Source: an optimization exercise on an open RTL-to-GDS flow (aim: small area). Production flows keep margins and buffers that such runs may drop.
Function was not checked in any run shown here: the RTL went through the layout flow alone.
Power and IR drop assume default switching activity.

==> flow/design.v (outline; a module is shown in full before it is edited, if it fits) <==
// module ALU: 111 lines
// module rca32: 18 lines
// module cdiv125: 31 lines
// module mdarr: 1323 lines
// module RegisterFile: 29 lines
// module ControlUnit: 19 lines
// module InstructionFetch: 61 lines
// module RV32I_Processor: 61 lines
module RV32I_Processor (
    input clk,
    input reset,
    input [31:0] branch_target,
    input [31:0] jump_target,
    input interrupt_taken,
    input [31:0] interrupt_vector,
    input stall,
    input [255:0] instruction_memory_input,
    output [31:0] pc,
    output [31:0] alu_result,
    output wire [31:0] instruction,
    output reg_write,
    output [31:0] read_data1,
    output [31:0] read_data2,
    output zero,
    input [5:0] alu_control,
    output exception
);
  // ...
==> flow/run.sh <==
#!/bin/bash
# synth_recipe.tcl (not shown) runs the flow's synth.tcl, then flattens the netlist and writes it again
# the make line also repeats each setting of config.mk as NAME=value (left out here)
make -C /OpenROAD-flow-scripts/flow DESIGN_CONFIG=/design/flow/config.mk WORK_HOME=/design/flow/orfs CLKGATE_MAP_FILE= SYNTH_SCRIPT=/design/flow/synth_recipe.tcl finish
==> flow/config.mk <==
export PLATFORM = sky130hd
export DESIGN_NAME = RV32I_Processor
export DESIGN_NICKNAME = RV32I_Processor
export VERILOG_FILES = /design/flow/design.v
export SDC_FILE = /design/flow/constraint.sdc
export NUM_CORES = 8
export LEC_CHECK = 0
export ABC_AREA = 1
export CAP_MARGIN = 20
export CORE_MARGIN = 2
export CORE_UTILIZATION = 55
export PLACE_DENSITY = 0.65
export SLEW_MARGIN = 20
==> flow/constraint.sdc <==
create_clock -name core_clock -period 240.0 [get_ports {clk}]
set_input_delay 48.0000 -clock core_clock [delete_from_list [all_inputs] [get_ports {clk}]]
set_output_delay 48.0000 -clock core_clock [all_outputs]
set_load 0.01 [all_outputs]
==> key figures, run 1 <==
Placed design
  – DP Cell Count: 16654
  – Cell Area, Placed: about 0.13 mm2

Final layout
  – Area of all sequential standard cells: 0.04714 mm2
  – Final Util: 62.86%
  – Buffering overhead: under 10%
  – Non-clock buffer total of the final layout: approximately 1000
  – Most frequent cells in the layout: nand2_1 (3137), edfxtp_1 (1504), nand3_1 (1214)

Yosys
  – Synth Area in Adders: approximately 13%
  – Mapped cell area: approximately 0.12 mm2
  – Fraction of the yosys area taken by sequential cells: ~40%

Clock tree
  – Latest clock arrival within the worst-skew pair: roughly 0.82 ns

Critical path
  – Critical Setup Path Class: primary input to output port
  – Most used cell, CP: nand2_1
  – FF-to-FF End: RF.regs[15][0]
  – Crit path DAT: roughly 180 ns
  – Crit end category: output port

Floorplan
  – Core area: between 0.2 and 0.25 mm2
  – Chip Height: about 470 um
  – Tap cells: 2838

Power and ir drop
  – Combinational Power Share: 99.4%
  – Clock power share: 0.1%
  – Clk. pwr: approximately 0.24 mW

Timing
  – Fin. Hold Viols: 0
  – Final period util: a little over nine tenths

GRT
  – All-layer global routing usage: approximately half
  – Number of global-route vias before repair: 110849

Route
  – Final ANT Viol Nets: 0
  – Vias: 116946

Outcome
  – Outcome: complete, no violations
==> module ALU, before the edit <==
module ALU (
    input  [31:0] a,
    input  [31:0] b,
    input  [5:0]  op,
    output reg [31:0] alu_result,
    output        zero
);
    wire is_mul  = (op == 6'b000010);
    wire is_div  = (op == 6'b000011);
    wire is_mod  = (op == 6'b000100);
    wire is_sqr  = (op == 6'b111000);
    wire divmode = is_div | is_mod;
    wire [31:0] m = is_sqr ? a : b;            
    wire [32:0] big;                           
    assign big[0] = 1'b0;
    genvar gi;
    generate
        for (gi = 1; gi < 32; gi = gi + 1) begin : g_big
            assign big[gi] = big[gi-1] | b[32-gi];
        end
    endgenerate
    wire [31:0] e = {32{divmode}} & ~big[31:0];
    wire [31:0] f = {32{~divmode}} & m;
    wire [31:0] arr_y = divmode ? ~b : a;
    wire [31:0] arr_r0 = {32{divmode}} & a;
    wire [31:0] arr_r, arr_q;
    mdarr u_arr (
        .r_init(arr_r0), .y(arr_y), .cin(divmode), .e(e), .f(f),
        .r_out(arr_r), .sel(arr_q)
    );
    wire [22:0] scaled;
    cdiv125 u_cdiv (.y(arr_r[31:3]), .q(scaled));
    wire op_add = (op == 6'b000000);
    wire op_neg = (op == 6'b000101);
    wire op_inc = (op == 6'b000110);
    wire op_dec = (op == 6'b000111);
    wire [31:0] add_x = op_neg ? 32'd0 : a;
    wire [31:0] add_y = op_add ? b : op_inc ? 32'd0 : op_dec ? 32'hFFFFFFFF : op_neg ? ~a : ~b;
    wire        add_c = ~(op_add | op_dec);
    wire [31:0] sum;
    wire        cout;
    rca32 u_add (.x(add_x), .y(add_y), .ci(add_c), .s(sum), .co(cout));
    wire lt = ~cout;                           
    wire eq = ~|(a ^ b);
    wire sh_l   = (op == 6'b100000) | (op == 6'b100101);
    wire sh_rev = (op == 6'b100101) | (op == 6'b100110);
    wire sh_one = (op == 6'b111001);
    wire sh_sra = (op == 6'b100010);
    wire [4:0] nb = ~b[4:0] + 5'd1;            
    wire [4:0] amt = sh_rev ? nb : sh_one ? 5'd1 : b[4:0];
    wire rev_ok = ~|b[31:6] & (b[5] ? ~|b[4:0] : |b[4:0]);
    reg  [31:0] a_rev, sh_out_rev;
    integer k;
    always @(*) for (k = 0; k < 32; k = k + 1) a_rev[k] = a[31-k];
    wire [31:0] sh_in = sh_l ? a_rev : a;
    wire [31:0] sh_out = $signed({sh_sra & a[31], sh_in}) >>> amt;
    always @(*) for (k = 0; k < 32; k = k + 1) sh_out_rev[k] = sh_out[31-k];
    wire [31:0] ab_and = a & (op[5] ? b : 32'hFFFFFFFF);
    wire red_or  = |ab_and;
    wire red_xor = ^ab_and;
    always @(*) begin
        case (op)
            6'b000000: alu_result = sum;
            6'b000001: alu_result = sum;
            6'b000010: alu_result = arr_r;
            6'b000011: alu_result = arr_q;
            6'b000100: alu_result = arr_r;
            6'b000101: alu_result = sum;
            6'b000110: alu_result = sum;
            6'b000111: alu_result = sum;
            6'b001001: alu_result = lt ? a : b;
            6'b001010: alu_result = lt ? b : a;
            6'b010000: alu_result = a & b;
            6'b010001: alu_result = a | b;
            6'b010010: alu_result = a ^ b;
            6'b010011: alu_result = ~(a & b);
            6'b010100: alu_result = ~(a | b);
            6'b010101: alu_result = ~(a ^ b);
            6'b010110: alu_result = ~a;
            6'b010111: alu_result = a & ~b;
            6'b011000: alu_result = {31'd0, red_or};
            6'b011001: alu_result = {31'd0, red_xor};
            6'b011010: alu_result = {32{red_or}};
            6'b100000: alu_result = sh_out_rev;
            6'b100001: alu_result = sh_out;
            6'b100010: alu_result = sh_out;
            6'b100011: alu_result = {a[30:0], a[31]};
            6'b100100: alu_result = {a[0], a[31:1]};
            6'b100101: alu_result = rev_ok ? sh_out_rev : 32'd0;
            6'b100110: alu_result = rev_ok ? sh_out : 32'd0;
            6'b101000: alu_result = {31'd0, eq};
            6'b101001: alu_result = {31'd0, lt};
            6'b101010: alu_result = {31'd0, ~lt & ~eq};
            6'b101011: alu_result = {31'd0, lt | eq};
            6'b101100: alu_result = {31'd0, ~lt};
            6'b110000: alu_result = a ^ b;
            6'b110001: alu_result = ~a;
            6'b110010: alu_result = {31'd0, sh_out[0]};
            6'b110011: alu_result = b;
            6'b110100: alu_result = a ^ {1'b0, a[31:1]};
            6'b111000: alu_result = arr_r;
            6'b111001: alu_result = sh_out;
            6'b111010: alu_result = {9'd0, scaled};
            6'b111100: alu_result = {31'd0, red_or};
            6'b111101: alu_result = a | b;
            6'b111110: alu_result = {31'd0, red_xor};
            default:   alu_result = 32'd0;
        endcase
    end
    assign zero = ~|alu_result;
endmodule
==> inputs of run 2 (changes only) <==
--- a/flow/design.v
+++ b/flow/design.v
@@ -1,137 +1,142 @@
 module ALU (
     input  [31:0] a,
     input  [31:0] b,
     input  [5:0]  op,
-    output reg [31:0] alu_result,
+    output [31:0] alu_result,
     output        zero
 );
-    wire is_mul  = (op == 6'b000010);
-    wire is_div  = (op == 6'b000011);
-    wire is_mod  = (op == 6'b000100);
-    wire is_sqr  = (op == 6'b111000);
-    wire divmode = is_div | is_mod;
-    wire [31:0] m = is_sqr ? a : b;            
+    wire o_add  = (op == 6'b000000);
+    wire o_sub  = (op == 6'b000001);
+    wire o_mul  = (op == 6'b000010);
+    wire o_div  = (op == 6'b000011);
+    wire o_mod  = (op == 6'b000100);
+    wire o_neg  = (op == 6'b000101);
+    wire o_inc  = (op == 6'b000110);
+    wire o_dec  = (op == 6'b000111);
+    wire o_min  = (op == 6'b001001);
+    wire o_max  = (op == 6'b001010);
+    wire o_and  = (op == 6'b010000);
+    wire o_or   = (op == 6'b010001) | (op == 6'b111101);
+    wire o_xor  = (op == 6'b010010) | (op == 6'b110000);
+    wire o_nand = (op == 6'b010011);
+    wire o_nor  = (op == 6'b010100);
+    wire o_xnor = (op == 6'b010101);
+    wire o_nota = (op == 6'b010110) | (op == 6'b110001);
+    wire o_andn = (op == 6'b010111);
+    wire o_rdor = (op == 6'b011000);
+    wire o_par  = (op == 6'b011001);
+    wire o_ones = (op == 6'b011010);
+    wire o_sll  = (op == 6'b100000);
+    wire o_srl  = (op == 6'b100001);
+    wire o_sra  = (op == 6'b100010);
+    wire o_rol  = (op == 6'b100011);
+    wire o_ror  = (op == 6'b100100);
+    wire o_cls  = (op == 6'b100101);
+    wire o_crs  = (op == 6'b100110);
+    wire o_eq   = (op == 6'b101000);
+    wire o_lt   = (op == 6'b101001);
+    wire o_gt   = (op == 6'b101010);
+    wire o_le   = (op == 6'b101011);
+    wire o_ge   = (op == 6'b101100);
+    wire o_bsel = (op == 6'b110010);
+    wire o_pasb = (op == 6'b110011);
+    wire o_gray = (op == 6'b110100);
+    wire o_sqr  = (op == 6'b111000);
+    wire o_half = (op == 6'b111001);
+    wire o_scl  = (op == 6'b111010);
+    wire o_pand = (op == 6'b111100);
+    wire o_pxor = (op == 6'b111110);
+    wire divmode = o_div | o_mod | o_srl | o_sra | o_crs | o_bsel | o_half;
+    wire mulmode = o_mul | o_sqr | o_scl | o_sll | o_cls;
+    wire cmpmode = o_min | o_max | o_eq | o_lt | o_gt | o_le | o_ge;
+    wire addmode = o_add | o_sub | o_neg | o_inc | o_dec | cmpmode;
+    wire sh_mul = o_sll | o_cls;
+    wire sh_div = o_srl | o_sra | o_crs | o_bsel | o_half;
+    wire sh_neg = o_cls | o_crs;
+    wire [4:0] nb  = ~b[4:0] + 5'd1;           
+    wire [4:0] amt = sh_neg ? nb : o_half ? 5'd1 : b[4:0];
+    wire [31:0] oh = {32{sh_mul | sh_div}} & (32'd1 << amt);
+    wire [31:0] d  = ({32{~sh_div}} & b) | oh;  
+    wire [31:0] m  = o_sqr ? a : (sh_mul ? oh : b);  
     wire [32:0] big;                           
     assign big[0] = 1'b0;
     genvar gi;
     generate
         for (gi = 1; gi < 32; gi = gi + 1) begin : g_big
-            assign big[gi] = big[gi-1] | b[32-gi];
+            assign big[gi] = big[gi-1] | d[32-gi];
         end
     endgenerate
     wire [31:0] e = {32{divmode}} & ~big[31:0];
-    wire [31:0] f = {32{~divmode}} & m;
-    wire [31:0] arr_y = divmode ? ~b : a;
-    wire [31:0] arr_r0 = {32{divmode}} & a;
-    wire [31:0] arr_r, arr_q;
+    wire [31:0] f = ({32{mulmode}} & m) | {31'd0, addmode};
+    wire y_b   = o_add;
+    wire y_nb  = divmode | o_sub | cmpmode;
+    wire y_a   = mulmode;
+    wire y_na  = o_neg;
+    wire y_one = o_dec;
+    wire [31:0] arr_y = ({32{y_b}} & b) | ({32{y_nb}} & ~d) | ({32{y_a}} & a) |
+                        ({32{y_na}} & ~a) | {32{y_one}};
+    wire arr_c = divmode | o_sub | cmpmode | o_neg | o_inc;
+    wire [31:0] arr_r0 = {32{divmode | o_add | o_sub | o_inc | o_dec | cmpmode}} & a;
+    wire [31:0] arr_r, arr_q, sum;
+    wire        cout;
     mdarr u_arr (
-        .r_init(arr_r0), .y(arr_y), .cin(divmode), .e(e), .f(f),
-        .r_out(arr_r), .sel(arr_q)
+        .r_init(arr_r0), .y(arr_y), .cin(arr_c), .e(e), .f(f),
+        .r_out(arr_r), .sel(arr_q), .t0(sum), .c0out(cout)
     );
+    wire lt = ~cout;                           
+    wire eq = ~|sum;
     wire [22:0] scaled;
     cdiv125 u_cdiv (.y(arr_r[31:3]), .q(scaled));
-    wire op_add = (op == 6'b000000);
-    wire op_neg = (op == 6'b000101);
-    wire op_inc = (op == 6'b000110);
-    wire op_dec = (op == 6'b000111);
-    wire [31:0] add_x = op_neg ? 32'd0 : a;
-    wire [31:0] add_y = op_add ? b : op_inc ? 32'd0 : op_dec ? 32'hFFFFFFFF : op_neg ? ~a : ~b;
-    wire        add_c = ~(op_add | op_dec);
-    wire [31:0] sum;
-    wire        cout;
-    rca32 u_add (.x(add_x), .y(add_y), .ci(add_c), .s(sum), .co(cout));
-    wire lt = ~cout;                           
-    wire eq = ~|(a ^ b);
-    wire sh_l   = (op == 6'b100000) | (op == 6'b100101);
-    wire sh_rev = (op == 6'b100101) | (op == 6'b100110);
-    wire sh_one = (op == 6'b111001);
-    wire sh_sra = (op == 6'b100010);
-    wire [4:0] nb = ~b[4:0] + 5'd1;            
-    wire [4:0] amt = sh_rev ? nb : sh_one ? 5'd1 : b[4:0];
+    wire [3:0] tt = ({4{o_and}}  & 4'b1000) | ({4{o_or}}   & 4'b1110) |
+                    ({4{o_xor}}  & 4'b0110) | ({4{o_nand}} & 4'b0111) |
+                    ({4{o_nor}}  & 4'b0001) | ({4{o_xnor}} & 4'b1001) |
+                    ({4{o_nota}} & 4'b0011) | ({4{o_andn}} & 4'b0100) |
+                    ({4{o_pasb}} & 4'b1010) |
+                    ({4{o_min & lt}}  & 4'b1100) | ({4{o_min & ~lt}} & 4'b1010) |
+                    ({4{o_max & ~lt}} & 4'b1100) | ({4{o_max & lt}}  & 4'b1010);
+    wire [31:0] lg = (a & b & {32{tt[3]}}) | (a & ~b & {32{tt[2]}}) |
+                     (~a & b & {32{tt[1]}}) | (~a & ~b & {32{tt[0]}});
     wire rev_ok = ~|b[31:6] & (b[5] ? ~|b[4:0] : |b[4:0]);
-    reg  [31:0] a_rev, sh_out_rev;
-    integer k;
-    always @(*) for (k = 0; k < 32; k = k + 1) a_rev[k] = a[31-k];
-    wire [31:0] sh_in = sh_l ? a_rev : a;
-    wire [31:0] sh_out = $signed({sh_sra & a[31], sh_in}) >>> amt;
-    always @(*) for (k = 0; k < 32; k = k + 1) sh_out_rev[k] = sh_out[31-k];
+    wire [32:0] suf;                           
+    assign suf[32] = 1'b0;
+    generate
+        for (gi = 31; gi >= 0; gi = gi - 1) begin : g_suf
+            assign suf[gi] = suf[gi+1] | oh[gi];
+        end
+    endgenerate
+    wire [31:0] fill;
+    assign fill[0] = 1'b0;
+    generate
+        for (gi = 1; gi < 32; gi = gi + 1) begin : g_fill
+            assign fill[gi] = suf[32-gi];
+        end
+    endgenerate
+    wire en_q = o_srl | o_sra | o_half | (o_crs & rev_ok);
+    wire en_r = o_sll | (o_cls & rev_ok);
     wire [31:0] ab_and = a & (op[5] ? b : 32'hFFFFFFFF);
     wire red_or  = |ab_and;
     wire red_xor = ^ab_and;
-    always @(*) begin
-        case (op)
-            6'b000000: alu_result = sum;
-            6'b000001: alu_result = sum;
-            6'b000010: alu_result = arr_r;
-            6'b000011: alu_result = arr_q;
-            6'b000100: alu_result = arr_r;
-            6'b000101: alu_result = sum;
-            6'b000110: alu_result = sum;
-            6'b000111: alu_result = sum;
-            6'b001001: alu_result = lt ? a : b;
-            6'b001010: alu_result = lt ? b : a;
-            6'b010000: alu_result = a & b;
-            6'b010001: alu_result = a | b;
-            6'b010010: alu_result = a ^ b;
-            6'b010011: alu_result = ~(a & b);
-            6'b010100: alu_result = ~(a | b);
-            6'b010101: alu_result = ~(a ^ b);
-            6'b010110: alu_result = ~a;
-            6'b010111: alu_result = a & ~b;
-            6'b011000: alu_result = {31'd0, red_or};
-            6'b011001: alu_result = {31'd0, red_xor};
-            6'b011010: alu_result = {32{red_or}};
-            6'b100000: alu_result = sh_out_rev;
-            6'b100001: alu_result = sh_out;
-            6'b100010: alu_result = sh_out;
-            6'b100011: alu_result = {a[30:0], a[31]};
-            6'b100100: alu_result = {a[0], a[31:1]};
-            6'b100101: alu_result = rev_ok ? sh_out_rev : 32'd0;
-            6'b100110: alu_result = rev_ok ? sh_out : 32'd0;
-            6'b101000: alu_result = {31'd0, eq};
-            6'b101001: alu_result = {31'd0, lt};
-            6'b101010: alu_result = {31'd0, ~lt & ~eq};
-            6'b101011: alu_result = {31'd0, lt | eq};
-            6'b101100: alu_result = {31'd0, ~lt};
-            6'b110000: alu_result = a ^ b;
-            6'b110001: alu_result = ~a;
-            6'b110010: alu_result = {31'd0, sh_out[0]};
-            6'b110011: alu_result = b;
-            6'b110100: alu_result = a ^ {1'b0, a[31:1]};
-            6'b111000: alu_result = arr_r;
-            6'b111001: alu_result = sh_out;
-            6'b111010: alu_result = {9'd0, scaled};
-            6'b111100: alu_result = {31'd0, red_or};
-            6'b111101: alu_result = a | b;
-            6'b111110: alu_result = {31'd0, red_xor};
-            default:   alu_result = 32'd0;
-        endcase
-    end
+    wire bit0 = ((o_rdor | o_pand) & red_or) | ((o_par | o_pxor) & red_xor) |
+                (o_eq & eq) | (o_lt & lt) | (o_gt & ~lt & ~eq) | (o_le & (lt | eq)) |
+                (o_ge & ~lt) | (o_bsel & arr_q[0]);
+    assign alu_result =
+        ({32{o_mul | o_mod | o_sqr | o_add | o_sub | o_neg | o_inc | o_dec | en_r}} & arr_r) |
+        ({32{o_div | en_q}} & arr_q) |
+        ({32{o_sra & a[31]}} & fill) |
+        ({32{o_scl}} & {9'd0, scaled}) |
+        lg |
+        ({32{o_rol}} & {a[30:0], a[31]}) |
+        ({32{o_ror}} & {a[0], a[31:1]}) |
+        ({32{o_gray}} & (a ^ {1'b0, a[31:1]})) |
+        ({32{o_ones & red_or}}) |
+        {31'd0, bit0};
     assign zero = ~|alu_result;
 endmodule
-module rca32 (
-    input  [31:0] x,
-    input  [31:0] y,
-    input         ci,
-    output [31:0] s,
-    output        co
-);
-    wire [32:0] c;
-    assign c[0] = ci;
-    genvar k;
-    generate
-        for (k = 0; k < 32; k = k + 1) begin : g_fa
-            assign s[k]   = x[k] ^ y[k] ^ c[k];
-            assign c[k+1] = (x[k] & y[k]) | (x[k] & c[k]) | (y[k] & c[k]);
-        end
-    endgenerate
-    assign co = c[32];
-endmodule
 module cdiv125 (
     input  [28:0] y,
     output [22:0] q
 );
     wire [6:0]  r [0:29];
     wire [28:0] qq;
     assign r[29] = 7'd0;
     genvar k;
@@ -160,17 +165,19 @@
 endmodule
 module mdarr (
     input  [31:0] r_init,    
     input  [31:0] y,         
     input         cin,       
     input  [31:0] e,         
     input  [31:0] f,         
     output [31:0] r_out,     
-    output [31:0] sel        
+    output [31:0] sel,       
+    output [31:0] t0,        
+    output        c0out      
 );
     wire [0:0] x31 = r_init[31:31];
     wire [1:0] c31;
     wire [0:0] t31;
     assign c31[0] = cin;
     wire [0:0] p31 = x31 ^ y[0:0];
     wire [0:0] g31 = x31 & y[0:0];
     assign c31[1] = (g31[0]) | (p31[0] & c31[0]);
@@ -1404,17 +1411,17 @@
     assign t1[27] = p1[27] ^ c1[27];
     assign t1[28] = p1[28] ^ c1[28];
     assign t1[29] = p1[29] ^ c1[29];
     assign t1[30] = p1[30] ^ c1[30];
     assign sel[1] = (e[1] & c1[31]) | f[1];
     wire [31:0] r1 = {sel[1] ? t1 : x1, r2[0:0]};
     wire [31:0] x0 = r1[31:0];
     wire [32:0] c0;
-    wire [31:0] t0;
+    wire [31:0] t0_;
     assign c0[0] = cin;
     wire [31:0] p0 = x0 ^ y[31:0];
     wire [31:0] g0 = x0 & y[31:0];
     assign c0[1] = g0[0] | (p0[0] & c0[0]);
     assign c0[2] = (g0[0] & p0[1]) | (g0[1]) | (p0[0] & p0[1] & c0[0]);
     assign c0[3] = g0[2] | (p0[2] & c0[2]);
     assign c0[4] = (g0[2] & p0[3]) | (g0[3]) | (p0[2] & p0[3] & c0[2]);
     assign c0[5] = g0[4] | (p0[4] & c0[4]);
@@ -1440,51 +1447,53 @@
     assign c0[25] = g0[24] | (p0[24] & c0[24]);
     assign c0[26] = (g0[24] & p0[25]) | (g0[25]) | (p0[24] & p0[25] & c0[24]);
     assign c0[27] = g0[26] | (p0[26] & c0[26]);
     assign c0[28] = (g0[26] & p0[27]) | (g0[27]) | (p0[26] & p0[27] & c0[26]);
     assign c0[29] = g0[28] | (p0[28] & c0[28]);
     assign c0[30] = (g0[28] & p0[29]) | (g0[29]) | (p0[28] & p0[29] & c0[28]);
     assign c0[31] = g0[30] | (p0[30] & c0[30]);
     assign c0[32] = (g0[30] & p0[31]) | (g0[31]) | (p0[30] & p0[31] & c0[30]);
-    assign t0[0] = p0[0] ^ c0[0];
-    assign t0[1] = p0[1] ^ c0[1];
-    assign t0[2] = p0[2] ^ c0[2];
-    assign t0[3] = p0[3] ^ c0[3];
-    assign t0[4] = p0[4] ^ c0[4];
-    assign t0[5] = p0[5] ^ c0[5];
-    assign t0[6] = p0[6] ^ c0[6];
-    assign t0[7] = p0[7] ^ c0[7];
-    assign t0[8] = p0[8] ^ c0[8];
-    assign t0[9] = p0[9] ^ c0[9];
-    assign t0[10] = p0[10] ^ c0[10];
-    assign t0[11] = p0[11] ^ c0[11];
-    assign t0[12] = p0[12] ^ c0[12];
-    assign t0[13] = p0[13] ^ c0[13];
-    assign t0[14] = p0[14] ^ c0[14];
-    assign t0[15] = p0[15] ^ c0[15];
-    assign t0[16] = p0[16] ^ c0[16];
-    assign t0[17] = p0[17] ^ c0[17];
-    assign t0[18] = p0[18] ^ c0[18];
-    assign t0[19] = p0[19] ^ c0[19];
-    assign t0[20] = p0[20] ^ c0[20];
-    assign t0[21] = p0[21] ^ c0[21];
-    assign t0[22] = p0[22] ^ c0[22];
-    assign t0[23] = p0[23] ^ c0[23];
-    assign t0[24] = p0[24] ^ c0[24];
-    assign t0[25] = p0[25] ^ c0[25];
-    assign t0[26] = p0[26] ^ c0[26];
-    assign t0[27] = p0[27] ^ c0[27];
-    assign t0[28] = p0[28] ^ c0[28];
-    assign t0[29] = p0[29] ^ c0[29];
-    assign t0[30] = p0[30] ^ c0[30];
-    assign t0[31] = p0[31] ^ c0[31];
+    assign t0_[0] = p0[0] ^ c0[0];
+    assign t0_[1] = p0[1] ^ c0[1];
+    assign t0_[2] = p0[2] ^ c0[2];
+    assign t0_[3] = p0[3] ^ c0[3];
+    assign t0_[4] = p0[4] ^ c0[4];
+    assign t0_[5] = p0[5] ^ c0[5];
+    assign t0_[6] = p0[6] ^ c0[6];
+    assign t0_[7] = p0[7] ^ c0[7];
+    assign t0_[8] = p0[8] ^ c0[8];
+    assign t0_[9] = p0[9] ^ c0[9];
+    assign t0_[10] = p0[10] ^ c0[10];
+    assign t0_[11] = p0[11] ^ c0[11];
+    assign t0_[12] = p0[12] ^ c0[12];
+    assign t0_[13] = p0[13] ^ c0[13];
+    assign t0_[14] = p0[14] ^ c0[14];
+    assign t0_[15] = p0[15] ^ c0[15];
+    assign t0_[16] = p0[16] ^ c0[16];
+    assign t0_[17] = p0[17] ^ c0[17];
+    assign t0_[18] = p0[18] ^ c0[18];
+    assign t0_[19] = p0[19] ^ c0[19];
+    assign t0_[20] = p0[20] ^ c0[20];
+    assign t0_[21] = p0[21] ^ c0[21];
+    assign t0_[22] = p0[22] ^ c0[22];
+    assign t0_[23] = p0[23] ^ c0[23];
+    assign t0_[24] = p0[24] ^ c0[24];
+    assign t0_[25] = p0[25] ^ c0[25];
+    assign t0_[26] = p0[26] ^ c0[26];
+    assign t0_[27] = p0[27] ^ c0[27];
+    assign t0_[28] = p0[28] ^ c0[28];
+    assign t0_[29] = p0[29] ^ c0[29];
+    assign t0_[30] = p0[30] ^ c0[30];
+    assign t0_[31] = p0[31] ^ c0[31];
     assign sel[0] = (e[0] & c0[32]) | f[0];
-    wire [31:0] r0 = {sel[0] ? t0 : x0};
+    wire [31:0] r0 = {sel[0] ? t0_ : x0};
     assign r_out = r0;
+    assign t0 = t0_;
+    assign c0out = c0[32];
 endmodule
 module RegisterFile (
     input         clk,
     input         reset,
     input  [4:0]  rs1,
     input  [4:0]  rs2,
     input  [4:0]  rd,
     input  [31:0] write_data,
==> flow/flow/run.sh (new file) <==
#!/bin/bash
# Own layout flow: the standard flow (standard.sh, standard synthesis),
# except that the port buffers are sky130_fd_sc_hd__buf_1 instead of the
# default. The ORFS tools write their logs under orfs/logs/; the make output
# goes to standard.log.
set -euo pipefail
bash standard.sh "BUFFER_PORTS_ARGS=-buffer_cell sky130_fd_sc_hd__buf_1" finish > standard.log 2>&1
==> flow/standard.sh (new file) <==
#!/bin/bash
# synth_recipe.tcl (not shown) runs the flow's synth.tcl, then flattens the netlist and writes it again
# the make line also repeats each setting of config.mk as NAME=value (left out here)
make -C /OpenROAD-flow-scripts/flow DESIGN_CONFIG=/design/flow/config.mk WORK_HOME=/design/flow/orfs CLKGATE_MAP_FILE= SYNTH_SCRIPT=/design/flow/synth_recipe.tcl "${@:-finish}"
==> flow/config.mk (replaced) <==
export PLATFORM = sky130hd
export DESIGN_NAME = RV32I_Processor
export DESIGN_NICKNAME = RV32I_Processor
export VERILOG_FILES = /design/flow/design.v
export SDC_FILE = /design/flow/constraint.sdc
export NUM_CORES = 8
export LEC_CHECK = 0
export ABC_AREA = 1
export CAP_MARGIN = 30
export CORE_MARGIN = 2
export CORE_UTILIZATION = 45
export CTS_BUF_LIST = sky130_fd_sc_hd__clkbuf_16
export CTS_CLUSTER_DIAMETER = 80
export CTS_CLUSTER_SIZE = 20
export PLACE_DENSITY = 0.55
export SLEW_MARGIN = 20
removed: flow/run.sh
==> run 2 against run 1 <==
Net effect:
- clock-buffer cell count fell by 84
- worst setup slack improved by 1.5 ns
- synthesized cell count fell by 11%
- register-to-register slack improved by 0.69 ns
- combinational power fell by about 50%
- critical endpoint is now alu_result[0]
- largest power group unchanged
- highest routed layer unchanged
==> key figures, run 2 <==
Yosys
  – Post-synthesis async set-or-reset flop share: 4.991%
  – Multiplexer share of the synthesized area: 0%
  – Synth area leaders: edfxtp_1 (41%), nand2_1 (8.5%), ha_1 (7.3%), fa_1 (4.9%), nand3_1 (4.6%)
  – Post-Synthesis Cells: about 12000
  – Synth Area in XOR/XNOR: approximately 2.9%
  – YS warnings: 37
  – Synth Area in Compound Gates: 13.70%
  – Most numerous cell in the Yosys netlist: nand2_1
  – Post-synthesis net count: approximately 13000
  – Post-synth EDFFs: roughly 1500
  – Synth unique cells: 84
  – Synth Flop Type: edfxtp_1
  – Fraction of the yosys area taken by sequential cells: 42.81% (+3.0 points)
  – Synth cell count leaders: nand2_1 (2503), edfxtp_1 (1504), inv_1 (1243)
  – Post-Synth Simple-Gate Area: between 20% and 30%
  – Mean Syn Cell Area: between 9 and 10 um2
  – Largest family of logic cells by synthesized area: simple AND/OR/NAND/NOR gates
  – Mapped cell area: 0.1101 mm2 (-7.0%)
  – Flops & latches, synth: between 1500 and 2000
  – Post-synth top area share: a little over 40%
  – Area leader, netlist: edfxtp_1
  – Synth Area in Adders: 12.29% (-0.69 points)

Timing
  – Fin. max-slew vios: 0
  – Final Critical Period: approximately 230 ns
  – Final Hold Slack: about 0.5 ns
  – Final clock skew: 0.05644 ns
  – Final period util: 94.36% (-0.64 points)
  – Worst Tran Pin Value: between 1 and 1.5 ns
  – Fin. Hold Viols: 0 (unchanged)
  – Max Clk Rate: between 0.004 and 0.005 GHz
  – Count of final setup violators: 0
  – PnR worst setup slack: 13.53 ns
  – Slew margin rel.: roughly 17%

Final layout
  – Area growth from synthesis to layout: 11.14%
  – Largest Register: RF.regs
  – Regs by FF count: RF.regs (992), IF.cache (512), IF.pc (32)
  – Commonest non-fill, non-tap cell in the layout: nand2_1
  – Share of cells above drive strength 1: between 10% and 20%
  – Post-route cell area: between 0.1 and 0.15 mm2
  – Number of flip-flops in the largest register: 992
  – Most frequent cells in the layout: nand2_1 (2486), edfxtp_1 (1504), inv_1 (1248)
  – Fin nets: approximately 14000
  – Post-Layout Cell Count: between 15000 and 20000

Power and ir drop
  – Combinational Power Share: 99.0% (-0.4 points)
  – Cell Pwr Density: 669.0 mW/mm2
  – Seq pwr share: less than 1%
  – Leakage dissipation: between 50 and 60 nW
  – Leading power group: combinational cells
  – Switch share: between 60% and 70%
  – Clock power share: 0.2% (about the same)
  – P_comb: ~80 mW
  – Worst VDD drop: 0.004271 V
  – Clk. pwr: 0.167 mW
  – Switching power: around 52 mW
  – Pint: 29.85 mW
  – Sequential logic power: 0.689 mW
  – Final Power: approximately 82 mW

Critical path
  – CP top delay family: compound AO/OA/AOI/OAI gates
  – CP Max Fanout: 42
  – Crit path buf inv count: about 180
  – Worst R2R Start: IF.pc[28]
  – Crit end category: output port
  – Crit path DAT: 178.47 ns (-1.55 ns)
  – CP max stage cell: nor4_1
  – CP max stage delay: roughly 0.9 ns
  – R2R setup slack: around 110 ns
  – Worst Path Required: 192.00 ns
  – Crit path from: instruction_memory_input[183]
  – Critical path startpoint category: primary input
  – Critical Path Sink: alu_result[0]
  – R2R depth: about 840
  – Most used cell, CP: inv_1
  – CP Depth: around 900
  – Critical Setup Path Class: primary input to output port
  – FF-to-FF End: RF.regs[12][0]

Route
  – Final WL: between 500 and 600 mm
  – Final ANT Viol Nets: 0 (unchanged)
  – Drt wl/cell: approximately 33 um
  – DR pass1 iterations: 8
  – Vias per cell: between 6 and 7
  – Vias: 102564 (-12%)
  – Number of DRC markers in iteration 0: 13323
  – Detailed-route DRC error count: 0

GRT
  – Grt ovf: 0
  – Initial antenna violation count: 25
  – Largest net degree at the start of global routing: about 240
  – First-pass GRT wire length: around 730 mm
  – Number of global-route vias before repair: 98175 (-11%)
  – All-layer global routing usage: 40.87% (-10 points)

Clock tree
  – Clock buffer count from CTS: 92
  – # hold bufs at CTS: 0
  – Latest clock arrival within the worst-skew pair: 0.79 ns (-0.03 ns)
  – CTS tree: done
  – Clk sinks: about 1600
  – Root Buffer: clkbuf_16
  – CTS H-Tree Depth: 3
  – CTS max path bufs: 3
  – Clock-pin slew on the worst setup and hold paths: 0.09 ns

Floorplan
  – Top Ports: around 530
  – Row cnt: roughly 180
  – Die ar.: 0.2487 mm2
  – Core area: 0.2432 mm2 (+13%)
  – Chip Height: 498.7 um (+6.5%)
  – Initial Util: a little under half
  – Die width: 498.7 um

Placed design
  – Cell Area, Placed: 0.1179 mm2 (-7.7%)
  – DP Cell Count: 15727 (-5.6%)
  – Post-Place Setup Slack: -4.462 ns
  – Hpwl dp: around 370 mm
  – PortBufs: about 520
  – GPL Wtd Cong: roughly 1.1

Hold path
  – WHS Endpoint: IF.cache_valid[6]
  – Hold Path Depth: 2
  – Min-Delay Path Class: flip-flop to flip-flop
  – Hold_sp: IF.cache_valid[6]

Run
  – Max Cap Viol: 0

Outcome
  – Outcome: complete, no violations
==> run 2: changes by cell type in the layout (fill, tap and decap cells not counted), sizes merged, moves of 85 or more <==
cell / change
ha: -96
a221oi: +114
inv: +86
nand2: -749
o22ai: +85
nor2: -318
buf: +552
o21ai: -139
nand3: -280
clkdlybuf4s50: -523
==> run 2: repair_timing <==
action                     4_1_cts  5_1_grt
gates resized for setup         35      229
setup endpoints to repair        8       21
gates cloned                     5        7
pin swaps                        6       26
buffers inserted                16       46
hold endpoints to repair         0        0
==> run 2: routing by layer <==
layer	global-route usage, %	share of wire (%)
met3	9.864	11
met1	50.07	36
met4	25.00	7.7
met2	65.11	45
met5	0	0.024
==> run 2: logic make-up (layout without fill, tap and decap cells) <==
family	Yosys count	after routing
adder cells (fa/ha/maj)	918	918
other	0	10
XOR/XNOR	333	333
AO/OA/AOI/OAI	2317	2317
flip-flops	1583	1583
buffers and inverters	1851	2533
AND/OR/NAND/NOR	5042	5049
==> run 2: layout make-up <==
class / instances / area, um2
sequential: 1583 / 47140
antenna: 10 / 25.02
timing repair buffer: 1057 / 6203
inverter: 1343 / 5089
timing repair inverter: 5 / 25.02
multi-input combinational: 8617 / 57250
clock inverter: 34 / 275.3
tap: 3202 / 4006
clock buffer: 94 / 2352
fill: 22889 / 120900
==> run 2: per-stage QoR <==
step	TNS [ns]	util, %
floorplan	0	-
global placement	-3.856	48.41
detailed placement	-21.32	48.48
CTS	0	49.68
global route	-1.723	50.30
finish	0	50.31
==> inputs of run 3 (changes only) <==
--- a/flow/config.mk
+++ b/flow/config.mk
@@ -6,5 +6,5 @@
 export NUM_CORES = 8
 export LEC_CHECK = 0
-export ABC_AREA = 1
+export ABC_AREA = 0
 export CAP_MARGIN = 30
 export CORE_MARGIN = 2
@@ -15,2 +15,3 @@
 export PLACE_DENSITY = 0.55
 export SLEW_MARGIN = 20
+export SYNTH_HIERARCHICAL = 1
==> run 3 against run 2 <==
Net effect:
- power fell by 21%
- routed wire length increased by 17%
- clock skew is 0.0092 ns higher
- combinational power is 21% lower
- sequential share of layout area decreased by 1.3 points
- via count increased by 7.7%
- global-route usage increased by 5.0 points
- register-to-register slack worse by 4.2 ns
- core utilization down 0.39 points
- synthesized cell count fell by 8.8%
- largest power group unchanged
==> key figures, run 3 <==
Outcome
  – Outcome: complete, no violations

GRT
  – Grt met3 use: 16.20% (+6.3 points)
  – All-layer global routing usage: 45.88% (+5.0 points)
  – Initial antenna violation count: 62 (+150%)
  – Grt ovf: 0 (unchanged)
  – Largest net degree at the start of global routing: 65 (-73%)
  – First-pass GRT wire length: 833.5 mm (+14%)
  – Number of global-route vias before repair: 102887 (+4.8%)
  – GRT Max-Usage Layer: met2
  – M1 GR Usage: 56.28% (+6.2 points)
  – Met2 Resource Use GR: 66.56% (+1.4 points)

Power and ir drop
  – Pint: 25.85 mW (-13%)
  – Switching power: 38.90 mW (-25%)
  – Leading power group: combinational cells
  – P_comb: 64.1 mW (-21%)
  – Worst VDD drop: 0.003480 V (-19%)
  – Clock power share: 0.3% (about the same)
  – Seq pwr share: 0.8% (about the same)
  – Clk. pwr: about 0.17 mW
  – Combinational Power Share: 98.9% (about the same)
  – Final Power: 64.75 mW (-21%)
  – Leakage dissipation: 49.10 nW (-3.5%)
  – Cell Pwr Density: 510.8 mW/mm2 (-24%)
  – Sequential logic power: between 0.5 and 0.6 mW
  – Switch share: 60.07% (-3.5 points)

Floorplan
  – Chip Height: 509.3 um (+2.1%)
  – Initial Util: 45.24% (about the same)
  – Row cnt: 185 (+2.2%)
  – Core area: 0.2539 mm2 (+4.4%)
  – Top Ports: 525 (unchanged)
  – Die ar.: 0.2593 mm2 (+4.3%)
  – Die width: 509.3 um (+2.1%)

Timing
  – Fin. max-slew vios: 0 (unchanged)
  – PnR worst setup slack: 7.968 ns (-5.559 ns)
  – Max Clk Rate: 0.004310 GHz (-2.4%)
  – Slew margin rel.: 13.32% (-4.0 points)
  – Final Critical Period: 232.03 ns (+5.559 ns)
  – Worst Tran Pin Value: 1.295 ns (+0.05480 ns)
  – Fin. Hold Viols: 0 (unchanged)
  – Final period util: 96.68% (+2.3 points)
  – Count of final setup violators: 0 (unchanged)
  – Final clock skew: 0.06567 ns (+0.009223 ns)

Critical path
  – CP top delay family: compound AO/OA/AOI/OAI gates
  – Crit path from: instruction_memory_input[24]
  – CP max stage delay: 0.79 ns (-0.09 ns)
  – Worst R2R Start: IF.pc[4]
  – Critical Setup Path Class: primary input to output port
  – Crit path DAT: 184.03 ns (+5.56 ns)
  – Most used cell, CP: ha_1
  – R2R depth: 574 (-32%)
  – Worst Path Required: 192.00 ns (about the same)
  – R2R setup slack: 102.48 ns (-4.18 ns)
  – CP Max Fanout: 47 (+12%)
  – Crit end category: output port
  – FF-to-FF End: RF.regs[25][0]
  – CP max stage cell: a22oi_1
  – CP Depth: 573 (-36%)
  – Critical path startpoint category: primary input
  – Critical Path Sink: zero
  – Crit path buf inv count: 80 (-55%)

Route
  – Number of DRC markers in iteration 0: 19565 (+47%)
  – Vias per cell: 7.370 (+15%)
  – Vias: 110451 (+7.7%)
  – DR pass1 iterations: 13 (+5)
  – Drt wl/cell: 41.02 um (+24%)
  – Final ANT Viol Nets: 0 (unchanged)
  – Detailed-route DRC error count: 0 (unchanged)
  – Final WL: 614.7 mm (+17%)

Final layout
  – Number of flip-flops in the largest register: 992 (unchanged)
  – Area of all sequential standard cells: 0.04714 mm2 (about the same)
  – Commonest non-fill, non-tap cell in the layout: edfxtp_1
  – Largest Register: RF.regs
  – Most frequent cells in the layout: edfxtp_1 (1504), nand2_1 (920), a22oi_1 (905)
  – Area growth from synthesis to layout: 10.35%
  – Fin nets: 12802 (-8.4%)
  – Post-route cell area: 0.1268 mm2 (+3.6%)
  – Multi-input gate area: 0.06441 mm2 (+12%)
  – Regs by FF count: RF.regs (992), IF.cache (512), IF.pc (32)
  – Share of cells above drive strength 1: 12.25% (-0.26 points)
  – Fillcell total: 23155 (+1.2%)

Placed design
  – Post-Place Setup Slack: 0.5872 ns (+5.049 ns)
  – Cell Area, Placed: 0.1231 mm2 (+4.4%)
  – Hpwl dp: 417.7 mm (+13%)
  – PortBufs: 524 (unchanged)
  – GPL Wtd Cong: 1.061 (+0.81%)

Yosys
  – Mean Syn Cell Area: 10.45 um2 (+14%)
  – Synth area leaders: edfxtp_1 (39%), ha_1 (7.0%), a22oi_1 (5.9%), fa_1 (4.7%), nand2_1 (3.0%)
  – Post-Synthesis Cells: 10989 (-8.8%)
  – Post-synthesis async set-or-reset flop share: 4.991% (unchanged)
  – Most numerous cell in the Yosys netlist: edfxtp_1
  – Post-synth EDFFs: 1504 (unchanged)
  – Area leader, netlist: edfxtp_1
  – Post-synth top area share: 39.31% (-1.7 points)
  – Post-synthesis net count: 12269 (-7.9%)
  – Synth Flop Type: edfxtp_1
  – Synth cell count leaders: edfxtp_1 (1504), nand2_1 (922), a22oi_1 (905)
  – Synth unique cells: 165 (+96%)
  – YS warnings: 75 (+100%)
  – Mapped cell area: 0.1149 mm2 (+4.3%)
  – Fraction of the yosys area taken by sequential cells: 41.04% (-1.8 points)
  – Flops & latches, synth: 1583 (unchanged)

Hold path
  – WHS Endpoint: IF.cache_valid[15]
  – Min-Delay Path Class: flip-flop to flip-flop
  – Hold Path Depth: 1 (-1)
  – Hold_sp: IF.cache_valid[15]

Clock tree
  – Clk sinks: 1583 (unchanged)
  – Root Buffer: clkbuf_16
  – Clock-pin slew on the worst setup and hold paths: 0.09 ns (about the same)
  – Clock buffer count from CTS: 90 (-2.2%)
  – CTS H-Tree Depth: 3 (unchanged)
  – CTS max path bufs: 3 (unchanged)
  – Latest clock arrival within the worst-skew pair: 0.82 ns (+0.03 ns)
  – CTS tree: done

Run
  – Max Cap Viol: 0 (unchanged)
[run 3: changes by cell type after synthesis, sizes merged, moves of 120 or more]
cell	before	now
a21oi	275	535
a221oi	252	80
a22oi	26	907
buf	220	349
inv	1313	427
mux2	0	136
mux2i	0	219
nand2	2708	928
nand3	1079	237
nor2b	0	120
nor3	78	239
o21ai	793	480
o22ai	282	62
[run 3: timing repair]
action	4_1_cts	5_1_grt
buffers inserted	0	38
hold buffers	0	0
gates cloned	0	6
pin swaps	0	11
gates resized for setup	1	74
endpoints found under the setup margin	1	9
[run 3: stage by stage]
stage	hold slack (ns)	TNS [ns]	std cells	util [%]
global route	0.5058	-0.05282	14934	49.87
detailed placement	0.4574	0	14729	48.46
finish	0.4809	0	14986	49.92
global placement	0.4546	0	14694	48.25
CTS	0.4801	0	14854	49.44
floorplan	0.4411	0	10989	-
[run 3: cell type report]
cell class              count  area share (%)
diodes                     65          0.1283
multi-input cells        8320           50.81
repair inverters            4         0.01579
clock buffers              92           1.816
repair buffers           1088           5.241
inverters                 435           1.323
clock inverters            33          0.1550
flip-flops and latches   1583           37.19
well taps                3366           3.322
[run 3: Yosys stat by module, one instance, submodules excluded]
module            area [um2]  flops+latches  copies in the design  cells inside
ALU                     7625              0                     1          1232
ControlUnit            90.09              0                     1            14
InstructionFetch       24070            560                     1          1697
RV32I_Processor        551.8              0                     1            38
RegisterFile           45630           1023                     1          3259
cdiv125                 6620              0                     1           868
mdarr                  30290              0                     1          3881
[run 3: cells by family after synthesis]
logic type / count (synthesis) / share of synthesized area (%)
AOI/OAI and AO/OA: 3569 / 22.83
and+or+nand+nor: 3110 / 13.57
DFF: 1583 / 41.04
buffers and inverters: 1088 / 4.307
adders and majority gates: 918 / 11.78
muxes: 376 / 3.846
xor gates and xnor gates: 345 / 2.637
[run 3: per-layer routing]
metal | routed length (um) | share of wire (%) | vias up
met5 | 1046 | 0.17 | -
met3 | 82690 | 13 | 2688
met1 | 219200 | 36 | 54357
met2 | 255900 | 42 | 9604
li1 | - | - | 43760
met4 | 55820 | 9.1 | 42

re-timing with driven ports:
The results above use ideal ports. As a check the final layouts listed here were re-extracted and re-timed, cells and wires unchanged.
Step 1 sets driving cells, clkbuf_16 on the clock port and buf_2 on the other inputs (assumed; they add their load-dependent delay and slew).
Step 2, shift: input delay + t, output delay - t, t = (earliest + latest rising clock arrival at the registers) / 2. This alone moves slack from input paths to output paths.
Slacks: ideal / step 1 / step 2; pairs: ideal / step 1.
| run | t, ns | setup slack, ns | slew at the worst register clock pin (ns) |
|---|---|---|---|
| run 1 | 0.885 | 11.981 / 11.955 / 11.955 | 0.07 / 0.07 |
| run 2 | 0.849 | 13.527 / 13.506 / 13.506 | 0.10 / 0.10 |
| run 3 | 0.873 | 7.968 / 7.937 / 7.937 | 0.10 / 0.10 |
After both steps setup and hold are still met in every run listed. For run 3, which loses most, drivers alone change the setup slack by -0.031 ns; drivers and shift together by -0.031 ns.
